From an optimization exercise on the open Yosys and OpenROAD flow, aimed at small area; shortcuts taken in it are not production practice.
At most, simulation tests tie the RTL to the original design; equivalence was not proved.

==> exp/juniper <==
## Segway
module Segway(clk,RST_n,LED,INERT_SS_n,INERT_MOSI,
              INERT_SCLK,INERT_MISO,A2D_SS_n,A2D_MOSI,A2D_SCLK,
              A2D_MISO,PWM_rev_rght,PWM_frwrd_rght,PWM_rev_lft,
              PWM_frwrd_lft,piezo_n,piezo,INT,RX);
clock: 12.0 ns
lec_check: 0
cap_margin: 20
core_margin: 2
core_utilization: 75
cts_buf_list: sky130_fd_sc_hd__clkbuf_8
cts_cluster_diameter: 60
cts_cluster_size: 16
slew_margin: 20
run.sh (not shown) runs the stock make flow with config.mk's settings and CLKGATE_MAP_FILE= SYNTH_SCRIPT=/design/flow/synth_recipe.tcl, a recipe that flattens the netlist after the stock synthesis.
==> exp/indigo: changes against exp/juniper <==
--- a/flow/design.v
+++ b/flow/design.v
@@ -143,13 +143,13 @@
             active <= 1'b0;
     always_ff @(posedge clk)
         if (start)
             baud_counter <= LFSR_1302;
         else if (shift)
             baud_counter <= 12'h000;
-        else
+        else if (active)
             baud_counter <= baud_inc;
     always_ff @(posedge clk)
         if (start)
             rx_counter <= 4'h0;
         else if (shift)
             rx_counter <= rx_inc;
@@ -250,16 +250,16 @@
     wire [25:0] prod;
     rca #(26) u_pr(.a({X5[18], X5, 6'b0}), .b({{7{X7[18]}}, X7}), .ci(1'b0), .s(prod), .co());
     wire [15:0] acc = {{3{prod[25]}}, prod[25:13]};
     ltc #(16) u_cmp(.a({~ptch[15], ptch[14:0]}), .b({~acc[15], acc[14:0]}), .ci(1'b0), .lt(lt));
     wire [15:0] R;
     rca #(16) u_r(.a(ptch_rt), .b(16'hFC3E), .ci(1'b0), .s(R), .co());
-    wire [15:0] nR = ~R;                      
-    wire [6:0] t7;
-    rca #(7) u_t(.a({nR[15], nR[15:10]}), .b({7{~fus}}), .ci(fus), .s(t7), .co());
-    rca #(27) u_n(.a(ptch_int), .b({{10{t7[6]}}, t7, nR[9:0]}), .ci(1'b1), .s(nxt), .co());
+    wire [26:0] B = ~{{11{R[15]}}, R};
+    wire [16:0] T_hi;
+    rca #(17) u_t(.a(B[26:10]), .b({17{~fus}}), .ci(fus), .s(T_hi), .co());
+    rca #(27) u_n(.a(ptch_int), .b({T_hi, B[9:0]}), .ci(1'b1), .s(nxt), .co());
 endmodule
 module inert_intf(clk, rst_n, tmr_full, vld, vld_d, ptch, SS_n, SCLK, MOSI, MISO, INT);
     input clk, rst_n;
     input tmr_full;           
     output vld;               
     output reg vld_d;         
@@ -409,29 +409,31 @@
     wire [12:0] ee = {{3{e[9]}}, e};
     wire [12:0] e7;
     rca #(13) u_e7(.a({ee[9:0], 3'b000}), .b(~ee), .ci(1'b1), .s(e7), .co());
     wire [9:0] dse = {{3{ds[6]}}, ds};
     wire [9:0] d5;
     rca #(10) u_d5(.a({dse[7:0], 2'b00}), .b(dse), .ci(1'b0), .s(d5), .co());
-    wire [13:0] pd;
-    rca #(14) u_pd(.a({e7[12], e7}), .b({{3{d5[9]}}, d5, 1'b0}), .ci(1'b0), .s(pd), .co());
-    rca #(16) u_pid(.a({pd[13], pd, 1'b0}), .b(ptch_I_term[17:2]), .ci(1'b0), .s(pid), .co());
+    wire [14:0] pd;
+    rca #(15) u_pd(.a({{2{e7[12]}}, e7}), .b({{4{d5[9]}}, d5, 1'b0}), .ci(1'b0), .s(pd), .co());
+    rca #(16) u_pid(.a({pd, 1'b0}), .b(ptch_I_term[17:2]), .ci(1'b0), .s(pid), .co());
 endmodule
 module trq_comb(input [15:0] pid, input steer, input [8:0] diff,
                 output [15:0] lft, output [15:0] rght);
     wire [15:0] s = steer ? {{7{diff[8]}}, diff} : 16'h0000;
     rca #(16) u_l(.a(pid), .b(~s), .ci(1'b1), .s(lft), .co());
     rca #(16) u_r(.a(pid), .b(s), .ci(1'b0), .s(rght), .co());
 endmodule
 module shape(input [15:0] t, output [10:0] spd, output rev);
     wire neg = t[15];
     wire [15:0] x = t ^ {16{neg}};            
     wire lowt = ~|x[15:7] & ((x[6:0] < 7'd69) | ((x[6:0] == 7'd69) & ~neg));
     wire hit  = |x[15:11] | (x[10:0] > 11'd1067) | ((x[10:0] == 11'd1067) & neg);
-    wire [10:0] A = lowt ? {x[6:0], {4{neg}}} : x[10:0];
-    wire [10:0] B = lowt ? ~{4'b0000, x[6:0]} : 11'd980;
+    wire [6:0] a7;
+    inc #(7) u_a(.a(x[6:0]), .ci(neg), .s(a7), .co());
+    wire [10:0] A = lowt ? {a7, 4'b0000} : x[10:0];
+    wire [10:0] B = lowt ? ~{4'b0000, a7} : 11'd980;
     wire [10:0] m;
     rca #(11) u_m(.a(A), .b(B), .ci(lowt | neg), .s(m), .co());
     assign spd = hit ? 11'h7ff : m;
     assign rev = neg ? (t >= 16'd33748) : (t >= 16'd31788);
 endmodule
 module steer_en(clk, rst_n, lft_e, rght_e, en_steer, rider_off, ld_cell_diff);
@@ -629,33 +631,24 @@
 module piezo(clk, rst_n, norm_mode, ovr_spd, batt_low, sound, sound_n, tmr_full);
     input clk, rst_n;
     input norm_mode, ovr_spd, batt_low;
     output reg sound;
     output sound_n;
     output tmr_full;
-    reg [12:0] lo;                   
-    reg [13:0] hi;                   
+    reg [26:0] count;
     assign sound_n = ~sound;
-    wire lo_top = (lo == 13'h1000);
-    wire wrap = (hi == 14'h2faf) && (lo == 13'h0ca3);      
-    assign tmr_full = lo_top & (&hi[2:0]);                   
-    wire lo_fb = lo[12] ^ lo[3] ^ lo[2] ^ lo[0] ^ ~|lo[11:0];
-    wire [13:0] hi_inc;
-    inc #(14) u_i(.a(hi), .ci(lo_top), .s(hi_inc), .co());
+    assign tmr_full = &count[15:0];
+    wire [26:0] count_inc;
+    inc #(27) u_i(.a(count), .ci(1'b1), .s(count_inc), .co());
     always_ff @(posedge clk, negedge rst_n)
-        if (!rst_n) begin
-            lo <= 13'd0;
-            hi <= 14'd0;
-        end else if (wrap) begin
-            lo <= 13'd0;
-            hi <= 14'd0;
-        end else begin
-            lo <= {lo[11:0], lo_fb};
-            hi <= hi_inc;
-        end
-    wire [26:13] count = hi;
+        if (!rst_n)
+            count <= 27'h0000000;
+        else if (count == 27'h5f5e100)
+            count <= 27'h0000000;
+        else
+            count <= count_inc;
     wire S_norm = norm_mode & (count[26:22] == 5'b00001) & !count[16];
     wire R_norm = !norm_mode | (count[26:22] != 5'b00001) | count[16];
     wire S_ovr  = ovr_spd & !count[13] & count[19];
     wire R_ovr  = !ovr_spd | count[13];
     wire batt_win = (count[26:25] == 2'b00) & (count[23:22] == 2'b01);
     wire S_batt = batt_low & !count[15] & batt_win;
==> flow/config.mk (replaced) <==
export PLATFORM = sky130hd
export DESIGN_NAME = Segway
export DESIGN_NICKNAME = Segway
export VERILOG_FILES = /design/flow/design.v
export SDC_FILE = /design/flow/constraint.sdc
export NUM_CORES = 4
export LEC_CHECK = 0
export CAP_MARGIN = 20
export CORE_MARGIN = 2
export CORE_UTILIZATION = 60
export CTS_BUF_LIST = sky130_fd_sc_hd__clkbuf_8
export CTS_CLUSTER_DIAMETER = 60
export CTS_CLUSTER_SIZE = 16
export SLEW_MARGIN = 20
==> impl_metrics.toml <==
[outcome]
status = "timing/DRC/antenna clean"

[layout]
regMostFlops = "iININT.integ.ptch_int"
inverters = 272
nonClkBufAreaFrac = 0.0201

[power]
seqPwrFrac = 0.598
p_switching_w = 0.000426

[synth]
synth_xor_area_frac = 0.0318
syn_area_um2 = 19500

[global_routing]
grt_pass1_vias = 13099

[clocking]
cts_inserted_buffers = 27

[sta]
fin_worst_skew_ns = 0.0468
That was exp/juniper.
==> impl_metrics.toml <==
[outcome]
status = "timing/DRC/antenna clean"

[synth]
syn_area_um2 = 19800
synth_adder_area_share = 0.290

[layout]
nonClkBufAreaFrac = 0.0171
inverters = 275
multi_input_comb_cells = 1241

[power]
p_switching_w = 0.000466
power.total_w = 0.00188
seqPwrFrac = 0.566

[clocking]
cts_inserted_buffers = 31

[floorplanning]
start_util = 0.608

[sta]
fin_worst_skew_ns = 0.0675
setup_slack_ns = 0.501
tightestPinTransition_ns = 1.05

[global_routing]
grt_pass1_vias = 12997

[critical_path]
slowest_delay_ns = 0.61
That was exp/indigo.
No functional check of the RTL was part of exp/indigo.
